This design comes from an exercise in tuning for small area on the open sky130 flow, not from production work. RTL that was checked went through simulation tests only; none was proved equivalent to the original.

==> job 5660: inputs <==
// matched_filter_despreader_sync
module matched_filter_despreader_sync (sample_i, sample_q, input_sample_valid,clk,reset,
										despread_sample_i, despread_sample_q, despread_sample_valid);
Settings: LEC_CHECK=0, CAP_MARGIN=20, CORE_MARGIN=2, CORE_UTILIZATION=85, SLEW_MARGIN=20, SYNTH_HIERARCHICAL=1; clock period 10.0 ns.
standard.sh (not shown) runs the stock make flow with config.mk's settings and CLKGATE_MAP_FILE= SYNTH_SCRIPT=/design/flow/synth_recipe.tcl, a recipe that flattens the netlist after the stock synthesis.
==> flow/flow/run.sh <==
#!/bin/bash
# Own flow: the standard layout, with a leaner clock tree (no dummy loads,
# clusters of about 16 sinks per clkbuf_8) and the smallest buffer on each port.
# The ORFS output goes to standard.log in this folder.
export CTS_ARGS="-sink_clustering_enable -repair_clock_nets -dont_use_dummy_load -buf_list sky130_fd_sc_hd__clkbuf_8 -sink_clustering_size 16 -sink_clustering_max_diameter 50"
export BUFFER_PORTS_ARGS="-buffer_cell sky130_fd_sc_hd__buf_1"
bash standard.sh > standard.log 2>&1
==> inputs of job 6580, as changes to job 5660 <==
==> flow/flow/run.sh (replaced) <==
#!/bin/bash
# Own flow: the standard layout, with a leaner clock tree (no dummy loads,
# clusters of about 26 sinks per clkbuf_16) and the smallest buffer on each port.
# The ORFS output goes to standard.log in this folder.
export CTS_ARGS="-sink_clustering_enable -repair_clock_nets -dont_use_dummy_load -buf_list sky130_fd_sc_hd__clkbuf_16 -sink_clustering_size 26 -sink_clustering_max_diameter 60"
export BUFFER_PORTS_ARGS="-buffer_cell sky130_fd_sc_hd__buf_1"
bash standard.sh > standard.log 2>&1
==> comparison <==
- In sequential cell count, job 6580 and job 5660 do not differ.
- Job 5660 ran to the end with no violations. Job 6580 passed the timing, design-rule and antenna checks.
- Final cell count: job 6580 is smaller than job 5660 (about 0.5%).
- Against job 6580, the sequential share of layout area of job 5660 is higher by 0.36 points.
- Between job 5660 and job 6580, the lower worst hold slack is in job 6580 (gap 6.6 ps).
- Of job 6580 and job 5660, job 5660 has the higher register-to-register slack (gap 140 ps).
- Of job 5660 and job 6580, job 6580 has the higher cell area (gap 0.80%, measured against job 6580).
- Of job 5660 and job 6580, job 6580 has the higher global-route usage (gap 3.4 points).
- Clock-buffer cell count: job 6580 is lower than job 5660 (13).
==> figures <==
| metric | job 5660 | job 6580 |
|---|---|---|
| Fraction of area in multi-input gates | 0.4915 | 0.4875 |
| Area growth from synthesis to final layout | 2.997% | 3.830% |
| GRT met1 Usage | 0.5348 | 0.5549 |
| Via count of the first global-routing pass | 19220 | 19830 |
| Final nets | 2626 | 2613 |
| Via count | 18720 | 19220 |
| Final cell utilization of the core | 0.8890 | 0.8962 |
| Final-layout fill cell count | 1518 | 1371 |
| Post-route non-filler standard cell count | 2656 | 2643 |
| Result of the run | timing/DRC/antenna clean | timing/DRC/antenna clean |
| Hold Path Origin | s2$_DFF_PP0_ | s1$_DFF_PP0_ |
| Slew @ Worst Pin | 1167 ps | 1174 ps |
| Signal buf overhead | 0.01585 | 0.01572 |
| Via-to-Cell Ratio | 7.048 | 7.273 |
| Violation count after the first detailed-route iteration | 2445 | 2741 |
| Ratio of final minimum period to clock period | 0.9481 | 0.9622 |
| Critical R2R Launch | cnt[1]$_DFFE_PP0P_ | cnt[2]$_DFFE_PP0P_ |


==> job 6360 <==
matched_filter_despreader_sync, a different RTL version from the one above (not shown whole).
export LEC_CHECK = 0
export CAP_MARGIN = 20
export CORE_MARGIN = 2
export CORE_UTILIZATION = 85
export SLEW_MARGIN = 20
export SYNTH_HIERARCHICAL = 1
create_clock -name core_clock -period 10.0 [get_ports {clk}]
==> flow/flow/run.sh <==
#!/bin/bash
# Own flow: the standard layout, with a leaner clock tree (no dummy loads,
# clusters of about 16 sinks per clkbuf_8) and the smallest buffer on each port.
# The ORFS output goes to standard.log in this folder.
export CTS_ARGS="-sink_clustering_enable -repair_clock_nets -dont_use_dummy_load -buf_list sky130_fd_sc_hd__clkbuf_8 -sink_clustering_size 16 -sink_clustering_max_diameter 50"
export BUFFER_PORTS_ARGS="-buffer_cell sky130_fd_sc_hd__buf_1"
bash standard.sh > standard.log 2>&1
==> job 2160: changes against job 6360 <==
--- a/flow/design.v
+++ b/flow/design.v
@@ -44,20 +44,20 @@
 always @(posedge clk) begin
 	ci[15:0] <= input_sample_valid ? li : {ci[11:0], ti[3:0]};
 	cq[15:0] <= input_sample_valid ? lq : {cq[11:0], tq[3:0]};
 	ci[319:16] <= ({304{en}} & ci[315:12]) | ({304{enn}} & ci[319:16]);
 	cq[319:16] <= ({304{en}} & cq[315:12]) | ({304{enn}} & cq[319:16]);
 end
-wire gi0 = ci[12] & v0;
-wire gi1 = ci[13] & v0;
-wire gi2 = ci[14] & v0;
-wire gi3 = v0 ? ci[15] : s3;
-wire gi4 = ~(ci[12] & v0);
-wire gi5 = ~(ci[13] & v0);
-wire gi6 = ~(ci[14] & v0);
-wire gi7 = v0 ? ~ci[15] : ~s3;
+wire gi0 = ci[12];
+wire gi1 = ci[13];
+wire gi2 = ci[14];
+wire gi3 = ci[15];
+wire gi4 = ~ci[12];
+wire gi5 = ~ci[13];
+wire gi6 = ~ci[14];
+wire gi7 = ~ci[15];
 wire gi8 = ~(ci[28] & v1);
 wire gi9 = ~(ci[29] & v1);
 wire gi10 = ~(ci[30] & v1);
 wire gi11 = v1 ? ~ci[31] : ~s3;
 wire gi12 = ci[44] & v2;
 wire gi13 = ci[45] & v2;
@@ -592,20 +592,20 @@
 mfd_fa u_ai530 (.a(ai521), .b(ai528), .c(ai523), .s(ai530), .co(ai531));
 wire ai532, ai533;
 mfd_fa u_ai532 (.a(ai530), .b(ai525), .c(ai527), .s(ai532), .co(ai533));
 wire ai534, ai535;
 mfd_fa u_ai534 (.a(ai529), .b(ai531), .c(ai533), .s(ai534), .co(ai535));
 wire ai536 = ~ai535;
-wire gq537 = cq[12] & v0;
-wire gq538 = cq[13] & v0;
-wire gq539 = cq[14] & v0;
-wire gq540 = v0 ? cq[15] : s3;
-wire gq541 = ~(cq[12] & v0);
-wire gq542 = ~(cq[13] & v0);
-wire gq543 = ~(cq[14] & v0);
-wire gq544 = v0 ? ~cq[15] : ~s3;
+wire gq537 = cq[12];
+wire gq538 = cq[13];
+wire gq539 = cq[14];
+wire gq540 = cq[15];
+wire gq541 = ~cq[12];
+wire gq542 = ~cq[13];
+wire gq543 = ~cq[14];
+wire gq544 = ~cq[15];
 wire gq545 = ~(cq[28] & v1);
 wire gq546 = ~(cq[29] & v1);
 wire gq547 = ~(cq[30] & v1);
 wire gq548 = v1 ? ~cq[31] : ~s3;
 wire gq549 = cq[44] & v2;
 wire gq550 = cq[45] & v2;
CORE_UTILIZATION = 90   (was 85)
==> job 5410: changes against job 6360 <==
--- a/flow/design.v
+++ b/flow/design.v
@@ -44,20 +44,20 @@
 always @(posedge clk) begin
 	ci[15:0] <= input_sample_valid ? li : {ci[11:0], ti[3:0]};
 	cq[15:0] <= input_sample_valid ? lq : {cq[11:0], tq[3:0]};
 	ci[319:16] <= ({304{en}} & ci[315:12]) | ({304{enn}} & ci[319:16]);
 	cq[319:16] <= ({304{en}} & cq[315:12]) | ({304{enn}} & cq[319:16]);
 end
-wire gi0 = ci[12] & v0;
-wire gi1 = ci[13] & v0;
-wire gi2 = ci[14] & v0;
-wire gi3 = v0 ? ci[15] : s3;
-wire gi4 = ~(ci[12] & v0);
-wire gi5 = ~(ci[13] & v0);
-wire gi6 = ~(ci[14] & v0);
-wire gi7 = v0 ? ~ci[15] : ~s3;
+wire gi0 = ci[12];
+wire gi1 = ci[13];
+wire gi2 = ci[14];
+wire gi3 = ci[15];
+wire gi4 = ~ci[12];
+wire gi5 = ~ci[13];
+wire gi6 = ~ci[14];
+wire gi7 = ~ci[15];
 wire gi8 = ~(ci[28] & v1);
 wire gi9 = ~(ci[29] & v1);
 wire gi10 = ~(ci[30] & v1);
 wire gi11 = v1 ? ~ci[31] : ~s3;
 wire gi12 = ci[44] & v2;
 wire gi13 = ci[45] & v2;
@@ -592,20 +592,20 @@
 mfd_fa u_ai530 (.a(ai521), .b(ai528), .c(ai523), .s(ai530), .co(ai531));
 wire ai532, ai533;
 mfd_fa u_ai532 (.a(ai530), .b(ai525), .c(ai527), .s(ai532), .co(ai533));
 wire ai534, ai535;
 mfd_fa u_ai534 (.a(ai529), .b(ai531), .c(ai533), .s(ai534), .co(ai535));
 wire ai536 = ~ai535;
-wire gq537 = cq[12] & v0;
-wire gq538 = cq[13] & v0;
-wire gq539 = cq[14] & v0;
-wire gq540 = v0 ? cq[15] : s3;
-wire gq541 = ~(cq[12] & v0);
-wire gq542 = ~(cq[13] & v0);
-wire gq543 = ~(cq[14] & v0);
-wire gq544 = v0 ? ~cq[15] : ~s3;
+wire gq537 = cq[12];
+wire gq538 = cq[13];
+wire gq539 = cq[14];
+wire gq540 = cq[15];
+wire gq541 = ~cq[12];
+wire gq542 = ~cq[13];
+wire gq543 = ~cq[14];
+wire gq544 = ~cq[15];
 wire gq545 = ~(cq[28] & v1);
 wire gq546 = ~(cq[29] & v1);
 wire gq547 = ~(cq[30] & v1);
 wire gq548 = v1 ? ~cq[31] : ~s3;
 wire gq549 = cq[44] & v2;
 wire gq550 = cq[45] & v2;
==> flow/flow/run.sh (replaced) <==
#!/bin/bash
# Own flow: the standard layout, with a leaner clock tree (no dummy loads,
# clusters of about 14 sinks per clkbuf_8) and the smallest buffer on each port.
# The ORFS output goes to standard.log in this folder.
export CTS_ARGS="-sink_clustering_enable -repair_clock_nets -dont_use_dummy_load -buf_list sky130_fd_sc_hd__clkbuf_8 -sink_clustering_size 14 -sink_clustering_max_diameter 45"
export BUFFER_PORTS_ARGS="-buffer_cell sky130_fd_sc_hd__buf_1"
bash standard.sh > standard.log 2>&1
==> impl_results.md <==
- First-pass GRT wire length: 110000 um
- Sequential area share after synthesis: 45.7%
- Via count: 18800
- Status: complete, no violations
- Met1 Use GR: 53.4%
- Simple-gate share of the synthesized area: 3.72%
- Multi-input gates: 1340
- Post-synthesis compound-gate area fraction: 18.5%
- Hold Path Sink: s2$_DFF_PP0_
That was job 5410.
==> impl_results.md <==
- Post-Syn Nets: 2703
- Multi-input gates: 1355
- Via count: 20500
- Met1 Use GR: 58.8%
- Setup bufs post-CTS: 0
- Synth Area in XOR/XNOR: 0.668%
- Status: complete, no violations
- Sequential area share after synthesis: 45.6%
- Post-synthesis compound-gate area fraction: 18.4%
- Hold Path Sink: ci[231]$_DFF_P_
- Slowest stage delay, CP: 0.56 ns
That was job 6360.
==> impl_results.md <==
- Hold Path Sink: s2$_DFF_PP0_
- Fill cells: 667
- CTS tree: done
- Via count: 21400
- Post-route setup slack: -0.00453 ns
- Crit path depth: 22
- Simple-gate share of the synthesized area: 3.72%
- First-pass GRT wire length: 140000 um
- Status: complete, but fails checks
- Placed Cells: 2628
- Crit Path Class: reg -> reg
- Post-synthesis compound-gate area fraction: 18.5%
- SO Viols: negative setup slack
- Met1 Use GR: 61.3%
- DRT met1 WL: 28200 um
- Sequential area share after synthesis: 45.7%
- Setup-failing EPs final: 1
That was job 2160.
No functional check of the RTL was part of job 6360.

[re-timing with driven ports]
The flow's constraints put no driver on any port. The routed layouts listed below were extracted and timed again, unchanged, in two steps. Step 1 sets driving cells, clkbuf_16 on the clock port and buf_2 on the other inputs (assumed; they add their load-dependent delay and slew). Step 2 also shifts input and output timing later by t, the mid clock arrival at the registers, as if the neighbouring blocks saw the same clock. a / b / c = ideal / step 1 / step 2; a / b = the first two.
run | t, ns | setup WS [ns] | clock arrival spread, ns | pins driven straight from the clock port
job 5660 | 0.689 | 0.519 / 0.519 / 0.519 | 0.066 / 0.067 | 1
job 6580 | 0.601 | 0.378 / 0.378 / 0.378 | 0.073 / 0.073 | 1
job 6360 | 0.735 | 0.608 / 0.608 / 0.608 | 0.101 / 0.101 | 1
job 2160 | 0.716 | -0.005 / -0.005 / -0.005 | 0.070 / 0.070 | 1
job 5410 | 0.710 | 0.565 / 0.565 / 0.565 | 0.075 / 0.076 | 1
